Context: an optimization exercise on an open-source flow, tuned for small area, a short achievable clock period and few clock cycles. The choices shown serve that exercise and are no tape-out recipe.
Power and IR drop assume default switching activity.

==> inputs of job 9363 <==
Design tqvp_CORDIC, start of the top module:
module tqvp_CORDIC (
    input         clk,
    input         rst_n,
    input  [7:0]  ui_in,
    output [7:0]  uo_out,
    input [5:0]   address,
    input [31:0]  data_in,
    input [1:0]   data_write_n,
    input [1:0]   data_read_n,
    output [31:0] data_out,
    output        data_ready,
    output        user_interrupt
);
==> module CORDIC_iteration, before the edit <==
module CORDIC_iteration (
    input  [15:0] x, y, z,
    input  [15:0] x_s, y_s,
    input  [15:0] delta_z,
    input         sigma,      
    input         hyp,
    output [15:0] next_x, next_y, next_z
);
    wire        sub_x = sigma ^ hyp;
    assign next_x = x + (y_s ^ {16{sub_x}}) + {15'd0, sub_x};
    assign next_y = y + (x_s ^ {16{~sigma}}) + {15'd0, ~sigma};
    assign next_z = z + (delta_z ^ {16{sigma}}) + {15'd0, sigma};
endmodule
==> module CORDIC, before the edit <==
module CORDIC (
    input             clk,
    input             rst_n,
    input             start,
    input      [1:0]  mode_in,
    input             rot_in,
    input      [4:0]  s,
    input      [15:0] A,
    input      [15:0] B,
    output     [15:0] out1,
    output     [15:0] out2,
    output     [1:0]  status,
    output reg        done
);
    localparam signed [15:0] K_INV_Q = 16'sd9949;
    localparam signed [15:0] K_HYP   = 16'b0100110101001000;
    reg  [1:0] mode;
    reg        rot;
    reg        busy, fin;
    reg  [3:0] cnt;
    reg  [3:0] k;
    reg  signed [15:0] x, y, z;
    wire lin  = (mode == 2'b01);
    wire hyp  = (mode == 2'b10);
    wire circ = (mode == 2'b00);
    reg        rep;
    wire [3:0] sh = cnt;
    function [3:0] msb_abs;
        input [15:0] v;
        reg [15:0] u, c;
        reg t;
        integer i;
        begin
            u = v ^ {16{v[15]}};
            t = v[15];
            for (i = 0; i < 16; i = i + 1) begin
                c[i] = u[i] | t;
                t = t & u[i];
            end
            msb_abs = 4'd0;
            for (i = 0; i < 16; i = i + 1)
                if (c[i]) msb_abs = i[3:0];
        end
    endfunction
    wire [3:0] msb_b = msb_abs(B);
    wire [3:0] msb_a = msb_abs(A);
    wire [4:0] k_mul = ({1'b0, msb_b} > s) ? ({1'b0, msb_b} - s) : 5'd0;
    wire [3:0] k_div = (msb_b > msb_a) ? (msb_b - msb_a) : 4'd0;
    wire [3:0] k_new = rot_in ? k_mul[3:0] : k_div;
    wire pre = (cnt == 4'd15);
    function [15:0] rev16;
        input [15:0] v;
        integer i;
        begin
            for (i = 0; i < 16; i = i + 1) rev16[i] = v[15 - i];
        end
    endfunction
    wire signed [15:0] x_s = x >>> sh;
    wire        [15:0] ysh_in = busy ? y : rev16(y);
    wire        [3:0]  ysh_amt = (pre | ~busy) ? k : sh;
    wire        [31:0] ysh_ext = {{16{busy & y[15]}}, ysh_in} >> ysh_amt;
    wire        [15:0] y_s = ysh_ext[15:0];
    wire [15:0] ang;
    CORDIC_angles_ROM_comb angles_rom (.which_angle(sh), .hyp(hyp), .angle_out(ang));
    wire [3:0] kk  = rot ? 4'd0 : k;
    wire [5:0] e   = {1'b0, s} + {2'b0, kk} - {2'b0, sh};
    wire [15:0] alpha = (({1'b0, sh} <= s) && (e < 6'd16)) ? (16'd1 << e[3:0]) : 16'd0;
    wire [15:0] dz = lin ? alpha : ang;
    wire sigma = rot ? ~z[15] : y[15];
    wire [15:0] nx, ny, nz;
    CORDIC_iteration iter_stage (
        .x(x), .y(y), .z(z), .x_s(x_s), .y_s(y_s), .delta_z(dz),
        .sigma(sigma), .hyp(hyp),
        .next_x(nx), .next_y(ny), .next_z(nz)
    );
    wire last = (cnt == 4'd11);
    always @(posedge clk) begin
        if (!rst_n) begin
            busy <= 1'b0;
            fin  <= 1'b0;
            done <= 1'b0;
        end else begin
            done <= busy & last;
            if (start) begin
                busy <= 1'b1;
                fin  <= 1'b0;
            end else if (busy & last) begin
                busy <= 1'b0;
                fin  <= 1'b1;
            end
        end
    end
    always @(posedge clk) begin
        if (start) begin
            mode <= mode_in;
            rot  <= rot_in;
            k    <= k_new;
            cnt  <= (mode_in == 2'b01) ? 4'd15 :
                    (mode_in == 2'b10) ? 4'd1 : 4'd0;
            rep  <= 1'b0;
            case (mode_in)
                2'b00: begin
                    x <= rot_in ? K_INV_Q : A;
                    y <= rot_in ? 16'd0 : B;
                    z <= rot_in ? A : 16'd0;
                end
                2'b01: begin
                    x <= A;
                    y <= B;
                    z <= 16'd0;
                end
                2'b10: begin
                    x <= rot_in ? K_HYP : A;
                    y <= rot_in ? 16'd0 : B;
                    z <= rot_in ? A : 16'd0;
                end
                default: begin
                    x <= 16'd0;
                    y <= 16'd0;
                    z <= 16'd0;
                end
            endcase
        end else if (busy) begin
            if (hyp && cnt == 4'd4 && !rep)
                rep <= 1'b1;
            else
                cnt <= cnt + 4'd1;
            if (pre) begin
                y <= rot ? 16'd0 : y_s;
                z <= rot ? y_s : 16'd0;
            end else if (mode != 2'b11) begin
                if (!lin) x <= nx;
                y <= ny;
                z <= nz;
            end
        end
    end
    assign out1   = lin ? (rot ? rev16(y_s) : z) : x;
    assign out2   = (rot ^ lin) ? y : z;
    assign status = {fin, busy};
endmodule
clock: 12.0 ns
lec_check: 0
abc_area: 1
cap_margin: 20
core_margin: 2
core_utilization: 40
setup_slack_margin: 5
slew_margin: 20
tns_end_percent: 100
standard.sh (not shown) runs the stock make flow with config.mk's settings and CLKGATE_MAP_FILE= SYNTH_SCRIPT=/design/flow/synth_recipe.tcl, a recipe that flattens the netlist after the stock synthesis.
==> flow/flow/run.sh <==
#!/bin/bash
set -euo pipefail
bash standard.sh SETUP_SLACK_MARGIN=6 finish > flow_make.log 2>&1
==> job 2339 (differences from job 9363) <==
==> flow/design.v (replaced) <==
module CORDIC_angles_ROM_comb (
    input  wire [3:0]  which_angle,
    input  wire        hyp,
    output wire [15:0] angle_out
);
    wire [3:0]  i = which_angle;
    wire [15:0] tbl =
        (i == 4'd0) ? 16'b0011001001000100 :                                    
        (i == 4'd1) ? (hyp ? 16'b0010001100101000 : 16'b0001110110101100) :     
        (i == 4'd2) ? (hyp ? 16'b0001000001011001 : 16'b0000111110101110) :     
        (i == 4'd3) ? (hyp ? 16'b0000100000001011 : 16'b0000011111110101) :     
                      (hyp ? 16'b0000010000000001 : 16'b0000001111111111);      
    wire [3:0]  p = 4'd14 - i;
    assign angle_out = (i < 4'd5) ? tbl : (16'd1 << p);
endmodule
module CORDIC_iteration (
    input  [15:0] x, y, z,
    input  [15:0] x_s, y_s,
    input  [15:0] delta_z,
    input         sigma,      
    input         hyp,
    output [15:0] next_x, next_y, next_z
);
    wire sub_x = sigma ^ hyp;
    bk_add16 ax (.a(x), .b(y_s ^ {16{sub_x}}),  .ci(sub_x),  .s(next_x));
    bk_add16 ay (.a(y), .b(x_s ^ {16{~sigma}}), .ci(~sigma), .s(next_y));
    bk_add16 az (.a(z), .b(delta_z ^ {16{sigma}}), .ci(sigma), .s(next_z));
endmodule
module bk_add16 (
    input  [15:0] a, b,
    input         ci,
    output [15:0] s
);
    wire [15:0] p = a ^ b;
    wire [15:0] g0 = a & b;
    wire [15:0] g = {g0[15:1], g0[0] | (p[0] & ci)};
    wire g10 = g[1] | p[1] & g[0],     p10 = p[1] & p[0];
    wire g32 = g[3] | p[3] & g[2],     p32 = p[3] & p[2];
    wire g54 = g[5] | p[5] & g[4],     p54 = p[5] & p[4];
    wire g76 = g[7] | p[7] & g[6],     p76 = p[7] & p[6];
    wire g98 = g[9] | p[9] & g[8],     p98 = p[9] & p[8];
    wire gba = g[11] | p[11] & g[10],  pba = p[11] & p[10];
    wire gdc = g[13] | p[13] & g[12],  pdc = p[13] & p[12];
    wire g30 = g32 | p32 & g10,        p30 = p32 & p10;
    wire g74 = g76 | p76 & g54,        p74 = p76 & p54;
    wire gb8 = gba | pba & g98,        pb8 = pba & p98;
    wire g70 = g74 | p74 & g30;
    wire [14:0] c;
    assign c[0]  = g[0];
    assign c[1]  = g10;
    assign c[3]  = g30;
    assign c[7]  = g70;
    assign c[11] = gb8 | pb8 & c[7];
    assign c[5]  = g54 | p54 & c[3];
    assign c[9]  = g98 | p98 & c[7];
    assign c[13] = gdc | pdc & c[11];
    assign c[2]  = g[2] | p[2] & c[1];
    assign c[4]  = g[4] | p[4] & c[3];
    assign c[6]  = g[6] | p[6] & c[5];
    assign c[8]  = g[8] | p[8] & c[7];
    assign c[10] = g[10] | p[10] & c[9];
    assign c[12] = g[12] | p[12] & c[11];
    assign c[14] = g[14] | p[14] & c[13];
    assign s = p ^ {c, ci};
endmodule
module CORDIC (
    input             clk,
    input             rst_n,
    input             start,
    input      [1:0]  mode_in,
    input             rot_in,
    input      [4:0]  s,
    input      [15:0] A,
    input      [15:0] B,
    output     [15:0] out1,
    output     [15:0] out2,
    output     [1:0]  status,
    output            zero_out,
    output reg        done
);
    localparam signed [15:0] K_INV_Q = 16'sd9949;
    localparam signed [15:0] K_HYP   = 16'b0100110101001000;
    reg  [1:0] mode;
    reg        rot;
    reg        busy, fin;
    reg  [3:0] cnt;
    reg  [3:0] k;
    reg  signed [15:0] x, y, z;
    wire lin  = (mode == 2'b01);
    wire hyp  = (mode == 2'b10);
    wire circ = (mode == 2'b00);
    reg        rep;
    wire [3:0] sh = cnt;
    function [3:0] msb_abs;
        input [15:0] v;
        reg [15:0] u, c;
        reg t;
        integer i;
        begin
            u = v ^ {16{v[15]}};
            t = v[15];
            for (i = 0; i < 16; i = i + 1) begin
                c[i] = u[i] | t;
                t = t & u[i];
            end
            msb_abs = 4'd0;
            for (i = 0; i < 16; i = i + 1)
                if (c[i]) msb_abs = i[3:0];
        end
    endfunction
    wire [3:0] msb_v = msb_abs(busy ? A : B);
    wire [4:0] k_mul = ({1'b0, msb_v} > s) ? ({1'b0, msb_v} - s) : 5'd0;
    wire [3:0] k_new = rot_in ? k_mul[3:0] : msb_v;
    wire [3:0] k_div = (k > msb_v) ? (k - msb_v) : 4'd0;
    reg pre, pre1;    
    function [15:0] rev16;
        input [15:0] v;
        integer i;
        begin
            for (i = 0; i < 16; i = i + 1) rev16[i] = v[15 - i];
        end
    endfunction
    wire signed [15:0] x_s = x >>> sh;
    wire        [15:0] ysh_in = busy ? y : rev16(y);
    wire        [31:0] ysh_ext = {{16{busy & y[15]}}, ysh_in} >> cnt;
    wire        [15:0] y_s = ysh_ext[15:0];
    wire [15:0] ang;
    CORDIC_angles_ROM_comb angles_rom (.which_angle(sh), .hyp(hyp), .angle_out(ang));
    wire [3:0] kk  = rot ? 4'd0 : k;
    wire [5:0] e   = {1'b0, s} + {2'b0, kk} - {2'b0, sh};
    wire [15:0] alpha = (({1'b0, sh} <= s) && (e < 6'd16)) ? (16'd1 << e[3:0]) : 16'd0;
    wire [15:0] dz = lin ? alpha : ang;
    wire sigma = rot ? ~z[15] : y[15];
    wire [15:0] nx, ny, nz;
    CORDIC_iteration iter_stage (
        .x(x), .y(y), .z(z), .x_s(x_s), .y_s(y_s), .delta_z(dz),
        .sigma(sigma), .hyp(hyp),
        .next_x(nx), .next_y(ny), .next_z(nz)
    );
    wire last = ~pre & (cnt == 4'd11);
    always @(posedge clk) begin
        if (!rst_n) begin
            busy <= 1'b0;
            fin  <= 1'b0;
            done <= 1'b0;
        end else begin
            done <= busy & last;
            if (start) begin
                busy <= 1'b1;
                fin  <= 1'b0;
            end else if (busy & last) begin
                busy <= 1'b0;
                fin  <= 1'b1;
            end
        end
    end
    always @(posedge clk) begin
        if (start) begin
            mode <= mode_in;
            rot  <= rot_in;
            k    <= k_new;
            cnt  <= (mode_in == 2'b01) ? k_new :
                    (mode_in == 2'b10) ? 4'd1 : 4'd0;
            pre  <= (mode_in == 2'b01);
            pre1 <= (mode_in == 2'b01) & ~rot_in;
            rep  <= 1'b0;
            x <= (rot_in && mode_in != 2'b01) ?
                     ((mode_in == 2'b10) ? K_HYP : K_INV_Q) : A;
            y <= (rot_in && mode_in != 2'b01) ? 16'd0 : B;
            z <= rot_in ? A : 16'd0;
        end else if (busy) begin
            if (pre1) begin
                pre1 <= 1'b0;
                k    <= k_div;
                cnt  <= k_div;
            end else if (pre) begin
                pre <= 1'b0;
                cnt <= 4'd0;
                y <= rot ? 16'd0 : y_s;
                if (rot) z <= y_s;
            end else begin
                if (last)
                    cnt <= k;
                else if (hyp && cnt == 4'd4 && !rep)
                    rep <= 1'b1;
                else
                    cnt <= cnt + 4'd1;
                if (!lin) x <= nx;
                y <= ny;
                z <= nz;
            end
        end
    end
    assign out1   = lin ? (rot ? rev16(y_s) : z) : x;
    assign out2   = (rot ^ lin) ? y : z;
    assign status = {fin, busy};
    assign zero_out = (mode == 2'b11);
endmodule
`default_nettype none
module tqvp_CORDIC (
    input         clk,
    input         rst_n,
    input  [7:0]  ui_in,
    output [7:0]  uo_out,
    input [5:0]   address,
    input [31:0]  data_in,
    input [1:0]   data_write_n,
    input [1:0]   data_read_n,
    output [31:0] data_out,
    output        data_ready,
    output        user_interrupt
);
    reg  [15:0] A, B;
    reg  [4:0]  shift;
    wire [15:0] out1, out2;
    wire [1:0]  status;
    wire        done;
    wire        zero_out;    
    wire wr    = (data_write_n != 2'b11);
    wire wr_hi = (data_write_n[1] != data_write_n[0]);
    wire start = wr && (address == 6'h0) && data_in[0];
    always @(posedge clk) begin
        if (!rst_n) begin
            A     <= 16'd0;
            B     <= 16'd0;
            shift <= 5'd11;
        end else begin
            if (address == 6'h1 && wr)    A[7:0]  <= data_in[7:0];
            if (address == 6'h1 && wr_hi) A[15:8] <= data_in[15:8];
            if (address == 6'h2 && wr)    B[7:0]  <= data_in[7:0];
            if (address == 6'h2 && wr_hi) B[15:8] <= data_in[15:8];
            if (address == 6'h3 && wr)    shift   <= data_in[4:0];
        end
    end
    CORDIC cordic_module (
        .clk(clk), .rst_n(rst_n),
        .start(start), .mode_in(data_in[2:1]), .rot_in(data_in[3]),
        .s(shift), .A(A), .B(B),
        .out1(out1), .out2(out2), .status(status), .zero_out(zero_out), .done(done)
    );
    wire hi0   = (address[5:3] == 3'b000);
    wire sel0  = hi0 & (address[2:0] == 3'b000);
    wire sel45 = hi0 & (address[2:1] == 2'b10) & ~zero_out;
    wire sel6  = hi0 & (address[2:0] == 3'b110);
    wire [15:0] out12 = address[0] ? out2 : out1;
    assign data_out = ({32{sel0}} & 32'hbadcaffe) |
                      {16'b0, {16{sel45}} & out12} |
                      {30'b0, {2{sel6}} & status};
    assign data_ready     = 1'b1;
    assign user_interrupt = done;
    assign uo_out         = {6'b0, status};
    wire _unused = &{data_read_n, ui_in, data_in[31:16], 1'b0};
endmodule
- CORE_UTILIZATION: 40 -> 60
==> job 6932 (differences from job 9363) <==
--- a/flow/design.v
+++ b/flow/design.v
@@ -1,33 +1,62 @@
 module CORDIC_angles_ROM_comb (
     input  wire [3:0]  which_angle,
-    input  wire        hyp,
-    output wire [15:0] angle_out
-);
-    wire [3:0]  i = which_angle;
-    wire [15:0] tbl =
-        (i == 4'd0) ? 16'b0011001001000100 :                                    
-        (i == 4'd1) ? (hyp ? 16'b0010001100101000 : 16'b0001110110101100) :     
-        (i == 4'd2) ? (hyp ? 16'b0001000001011001 : 16'b0000111110101110) :     
-        (i == 4'd3) ? (hyp ? 16'b0000100000001011 : 16'b0000011111110101) :     
-                      (hyp ? 16'b0000010000000001 : 16'b0000001111111111);      
-    wire [3:0]  p = 4'd14 - i;
-    assign angle_out = (i < 4'd5) ? tbl : (16'd1 << p);
+    output reg  [15:0] angle_out
+);
+    always @* begin
+        case (which_angle)
+            4'd0:    angle_out = 16'b0011001001000100;  
+            4'd1:    angle_out = 16'b0001110110101100;  
+            4'd2:    angle_out = 16'b0000111110101110;  
+            4'd3:    angle_out = 16'b0000011111110101;  
+            4'd4:    angle_out = 16'b0000001111111111;  
+            4'd5:    angle_out = 16'b0000001000000000;  
+            4'd6:    angle_out = 16'b0000000100000000;  
+            4'd7:    angle_out = 16'b0000000010000000;  
+            4'd8:    angle_out = 16'b0000000001000000;  
+            4'd9:    angle_out = 16'b0000000000100000;  
+            4'd10:   angle_out = 16'b0000000000010000;  
+            default: angle_out = 16'b0000000000001000;  
+        endcase
+    end
+endmodule
+module CORDIC_atanh_ROM_comb (
+    input  wire [3:0]  which_angle,
+    output reg  [15:0] angle_out
+);
+    always @* begin
+        case (which_angle)
+            4'd1:    angle_out = 16'b0010001100101000;  
+            4'd2:    angle_out = 16'b0001000001011001;  
+            4'd3:    angle_out = 16'b0000100000001011;  
+            4'd4:    angle_out = 16'b0000010000000001;  
+            4'd5:    angle_out = 16'b0000001000000000;  
+            4'd6:    angle_out = 16'b0000000100000000;  
+            4'd7:    angle_out = 16'b0000000010000000;  
+            4'd8:    angle_out = 16'b0000000001000000;  
+            4'd9:    angle_out = 16'b0000000000100000;  
+            4'd10:   angle_out = 16'b0000000000010000;  
+            4'd11:   angle_out = 16'b0000000000001000;  
+            default: angle_out = 16'b0000000000000100;  
+        endcase
+    end
 endmodule
 module CORDIC_iteration (
     input  [15:0] x, y, z,
     input  [15:0] x_s, y_s,
     input  [15:0] delta_z,
     input         sigma,      
+    input         hold_x,     
     input         hyp,
     output [15:0] next_x, next_y, next_z
 );
     wire        sub_x = sigma ^ hyp;
-    assign next_x = x + (y_s ^ {16{sub_x}}) + {15'd0, sub_x};
+    wire [15:0] bx    = hold_x ? 16'd0 : (y_s ^ {16{sub_x}});
+    assign next_x = x + bx + {15'd0, sub_x & ~hold_x};
     assign next_y = y + (x_s ^ {16{~sigma}}) + {15'd0, ~sigma};
     assign next_z = z + (delta_z ^ {16{sigma}}) + {15'd0, sigma};
 endmodule
 module CORDIC (
     input             clk,
     input             rst_n,
     input             start,
     input      [1:0]  mode_in,
@@ -83,27 +112,36 @@
             for (i = 0; i < 16; i = i + 1) rev16[i] = v[15 - i];
         end
     endfunction
     wire signed [15:0] x_s = x >>> sh;
     wire        [15:0] ysh_in = busy ? y : rev16(y);
     wire        [3:0]  ysh_amt = (pre | ~busy) ? k : sh;
     wire        [31:0] ysh_ext = {{16{busy & y[15]}}, ysh_in} >> ysh_amt;
     wire        [15:0] y_s = ysh_ext[15:0];
-    wire [15:0] ang;
-    CORDIC_angles_ROM_comb angles_rom (.which_angle(sh), .hyp(hyp), .angle_out(ang));
+    wire [15:0] atan_v, atanh_v;
+    CORDIC_angles_ROM_comb angles_rom (.which_angle(sh), .angle_out(atan_v));
+    CORDIC_atanh_ROM_comb  atanh_rom  (.which_angle(sh), .angle_out(atanh_v));
     wire [3:0] kk  = rot ? 4'd0 : k;
     wire [5:0] e   = {1'b0, s} + {2'b0, kk} - {2'b0, sh};
     wire [15:0] alpha = (({1'b0, sh} <= s) && (e < 6'd16)) ? (16'd1 << e[3:0]) : 16'd0;
-    wire [15:0] dz = lin ? alpha : ang;
+    reg  [15:0] dz;
+    always @* begin
+        case (mode)
+            2'b00:   dz = atan_v;
+            2'b01:     dz = alpha;
+            2'b10: dz = atanh_v;
+            default:          dz = 16'd0;
+        endcase
+    end
     wire sigma = rot ? ~z[15] : y[15];
     wire [15:0] nx, ny, nz;
     CORDIC_iteration iter_stage (
         .x(x), .y(y), .z(z), .x_s(x_s), .y_s(y_s), .delta_z(dz),
-        .sigma(sigma), .hyp(hyp),
+        .sigma(sigma), .hold_x(lin | ~(circ | hyp)), .hyp(hyp),
         .next_x(nx), .next_y(ny), .next_z(nz)
     );
     wire last = (cnt == 4'd11);
     always @(posedge clk) begin
         if (!rst_n) begin
             busy <= 1'b0;
             fin  <= 1'b0;
             done <= 1'b0;
@@ -151,18 +189,18 @@
         end else if (busy) begin
             if (hyp && cnt == 4'd4 && !rep)
                 rep <= 1'b1;
             else
                 cnt <= cnt + 4'd1;
             if (pre) begin
                 y <= rot ? 16'd0 : y_s;
                 z <= rot ? y_s : 16'd0;
-            end else if (mode != 2'b11) begin
-                if (!lin) x <= nx;
+            end else begin
+                x <= nx;
                 y <= ny;
                 z <= nz;
             end
         end
     end
     assign out1   = lin ? (rot ? rev16(y_s) : z) : x;
     assign out2   = (rot ^ lin) ? y : z;
     assign status = {fin, busy};
@@ -203,21 +241,18 @@
         end
     end
     CORDIC cordic_module (
         .clk(clk), .rst_n(rst_n),
         .start(start), .mode_in(data_in[2:1]), .rot_in(data_in[3]),
         .s(shift), .A(A), .B(B),
         .out1(out1), .out2(out2), .status(status), .done(done)
     );
-    wire hi0   = (address[5:3] == 3'b000);
-    wire sel0  = hi0 & (address[2:0] == 3'b000);
-    wire sel45 = hi0 & (address[2:1] == 2'b10);
-    wire sel6  = hi0 & (address[2:0] == 3'b110);
-    wire [15:0] out12 = address[0] ? out2 : out1;
-    assign data_out = ({32{sel0}} & 32'hbadcaffe) |
-                      {16'b0, {16{sel45}} & out12} |
-                      {30'b0, {2{sel6}} & status};
+    assign data_out = (address == 6'h0) ? 32'hbadcaffe :
+                      (address == 6'h4) ? {16'b0, out1} :
+                      (address == 6'h5) ? {16'b0, out2} :
+                      (address == 6'h6) ? {30'b0, status} :
+                      32'h0;
     assign data_ready     = 1'b1;
     assign user_interrupt = done;
     assign uo_out         = {6'b0, status};
     wire _unused = &{data_read_n, ui_in, data_in[31:16], 1'b0};
 endmodule
==> flow/run.sh (new file) <==
#!/bin/bash
# synth_recipe.tcl (not shown) runs the flow's synth.tcl, then flattens the netlist and writes it again
# the make line also repeats each setting of config.mk as NAME=value (left out here)
make -C /OpenROAD-flow-scripts/flow DESIGN_CONFIG=/design/flow/config.mk WORK_HOME=/design/flow/orfs CLKGATE_MAP_FILE= SYNTH_SCRIPT=/design/flow/synth_recipe.tcl finish
removed: flow/flow/run.sh
removed: flow/standard.sh
==> job 7807 (differences from job 9363) <==
--- a/flow/design.v
+++ b/flow/design.v
@@ -13,21 +13,23 @@
     wire [3:0]  p = 4'd14 - i;
     assign angle_out = (i < 4'd5) ? tbl : (16'd1 << p);
 endmodule
 module CORDIC_iteration (
     input  [15:0] x, y, z,
     input  [15:0] x_s, y_s,
     input  [15:0] delta_z,
     input         sigma,      
+    input         hold_x,     
     input         hyp,
     output [15:0] next_x, next_y, next_z
 );
     wire        sub_x = sigma ^ hyp;
-    assign next_x = x + (y_s ^ {16{sub_x}}) + {15'd0, sub_x};
+    wire [15:0] bx    = hold_x ? 16'd0 : (y_s ^ {16{sub_x}});
+    assign next_x = x + bx + {15'd0, sub_x & ~hold_x};
     assign next_y = y + (x_s ^ {16{~sigma}}) + {15'd0, ~sigma};
     assign next_z = z + (delta_z ^ {16{sigma}}) + {15'd0, sigma};
 endmodule
 module CORDIC (
     input             clk,
     input             rst_n,
     input             start,
     input      [1:0]  mode_in,
@@ -88,22 +90,22 @@
     wire        [3:0]  ysh_amt = (pre | ~busy) ? k : sh;
     wire        [31:0] ysh_ext = {{16{busy & y[15]}}, ysh_in} >> ysh_amt;
     wire        [15:0] y_s = ysh_ext[15:0];
     wire [15:0] ang;
     CORDIC_angles_ROM_comb angles_rom (.which_angle(sh), .hyp(hyp), .angle_out(ang));
     wire [3:0] kk  = rot ? 4'd0 : k;
     wire [5:0] e   = {1'b0, s} + {2'b0, kk} - {2'b0, sh};
     wire [15:0] alpha = (({1'b0, sh} <= s) && (e < 6'd16)) ? (16'd1 << e[3:0]) : 16'd0;
-    wire [15:0] dz = lin ? alpha : ang;
+    wire [15:0] dz = lin ? alpha : (circ | hyp) ? ang : 16'd0;
     wire sigma = rot ? ~z[15] : y[15];
     wire [15:0] nx, ny, nz;
     CORDIC_iteration iter_stage (
         .x(x), .y(y), .z(z), .x_s(x_s), .y_s(y_s), .delta_z(dz),
-        .sigma(sigma), .hyp(hyp),
+        .sigma(sigma), .hold_x(lin | ~(circ | hyp)), .hyp(hyp),
         .next_x(nx), .next_y(ny), .next_z(nz)
     );
     wire last = (cnt == 4'd11);
     always @(posedge clk) begin
         if (!rst_n) begin
             busy <= 1'b0;
             fin  <= 1'b0;
             done <= 1'b0;
@@ -151,18 +153,18 @@
         end else if (busy) begin
             if (hyp && cnt == 4'd4 && !rep)
                 rep <= 1'b1;
             else
                 cnt <= cnt + 4'd1;
             if (pre) begin
                 y <= rot ? 16'd0 : y_s;
                 z <= rot ? y_s : 16'd0;
-            end else if (mode != 2'b11) begin
-                if (!lin) x <= nx;
+            end else begin
+                x <= nx;
                 y <= ny;
                 z <= nz;
             end
         end
     end
     assign out1   = lin ? (rot ? rev16(y_s) : z) : x;
     assign out2   = (rot ^ lin) ? y : z;
     assign status = {fin, busy};
==> summary of the runs <==
Job 9363 went through all stages and came out clean. Job 2339 completed without violations. Job 6932 finished with timing, DRC and antenna clean. Job 7807 went through all stages and came out clean. Power, lowest first: job 2339, job 9363, job 7807, job 6932. Combinational power, highest first: job 7807, job 9363, job 6932, job 2339. Between job 6932 and job 9363, the lower sequential power is in job 9363 (gap about 25%, measured against job 9363). Clock skew: job 7807 is higher than job 2339 (0.0043 ns). The highest synthesized cell count belongs to job 7807, the lowest to job 2339. Between job 9363 and job 7807, the lower final cell count is in job 9363 (gap 3.2%, measured against job 7807). First-iteration DRC count: job 6932 < job 9363 < job 7807 < job 2339. Hold slack, lowest first: job 2339, job 7807, job 9363, job 6932. The highest critical path depth belongs to job 9363, the lowest to job 6932. The lowest sequential share of layout area belongs to job 7807, the highest to job 6932. Cell area: job 2339 < job 9363 < job 7807 < job 6932.
No functional check of the RTL was part of any run of this note.

## afterwards: timing with drivers on the ports
Ports are ideal in the flow. The routed layouts listed here were re-timed in OpenROAD.
Step 1 sets driving cells, clkbuf_16 on the clock port and buf_2 on the other inputs (assumed; they add their load-dependent delay and slew).
Step 2 times the ports against the registers' clock, not the clock port: input delays grow and output delays shrink by t, the midpoint of the rising clock arrivals with the driver on.
a / b / c = no drivers / after step 1 / after step 2; a / b = the first two.
run	shift t [ns]	setup slack, ns	worst hold slack (ns)	worst slew at a driven data input, ns
job 9363	0.423	5.945 / 5.894 / 5.948	0.499 / 0.499 / 0.499	0.06
job 2339	0.391	5.863 / 5.830 / 5.830	0.461 / 0.461 / 0.461	0.04
job 6932	0.482	5.073 / 5.050 / 4.905	0.520 / 0.520 / 0.520	0.04
job 7807	0.410	5.849 / 5.817 / 5.485	0.476 / 0.476 / 0.476	0.04
After both steps setup and hold are still met in every run listed. The setup slack of job 7807, which loses most, moves by -0.032 ns with the drivers and by -0.364 ns with both steps.
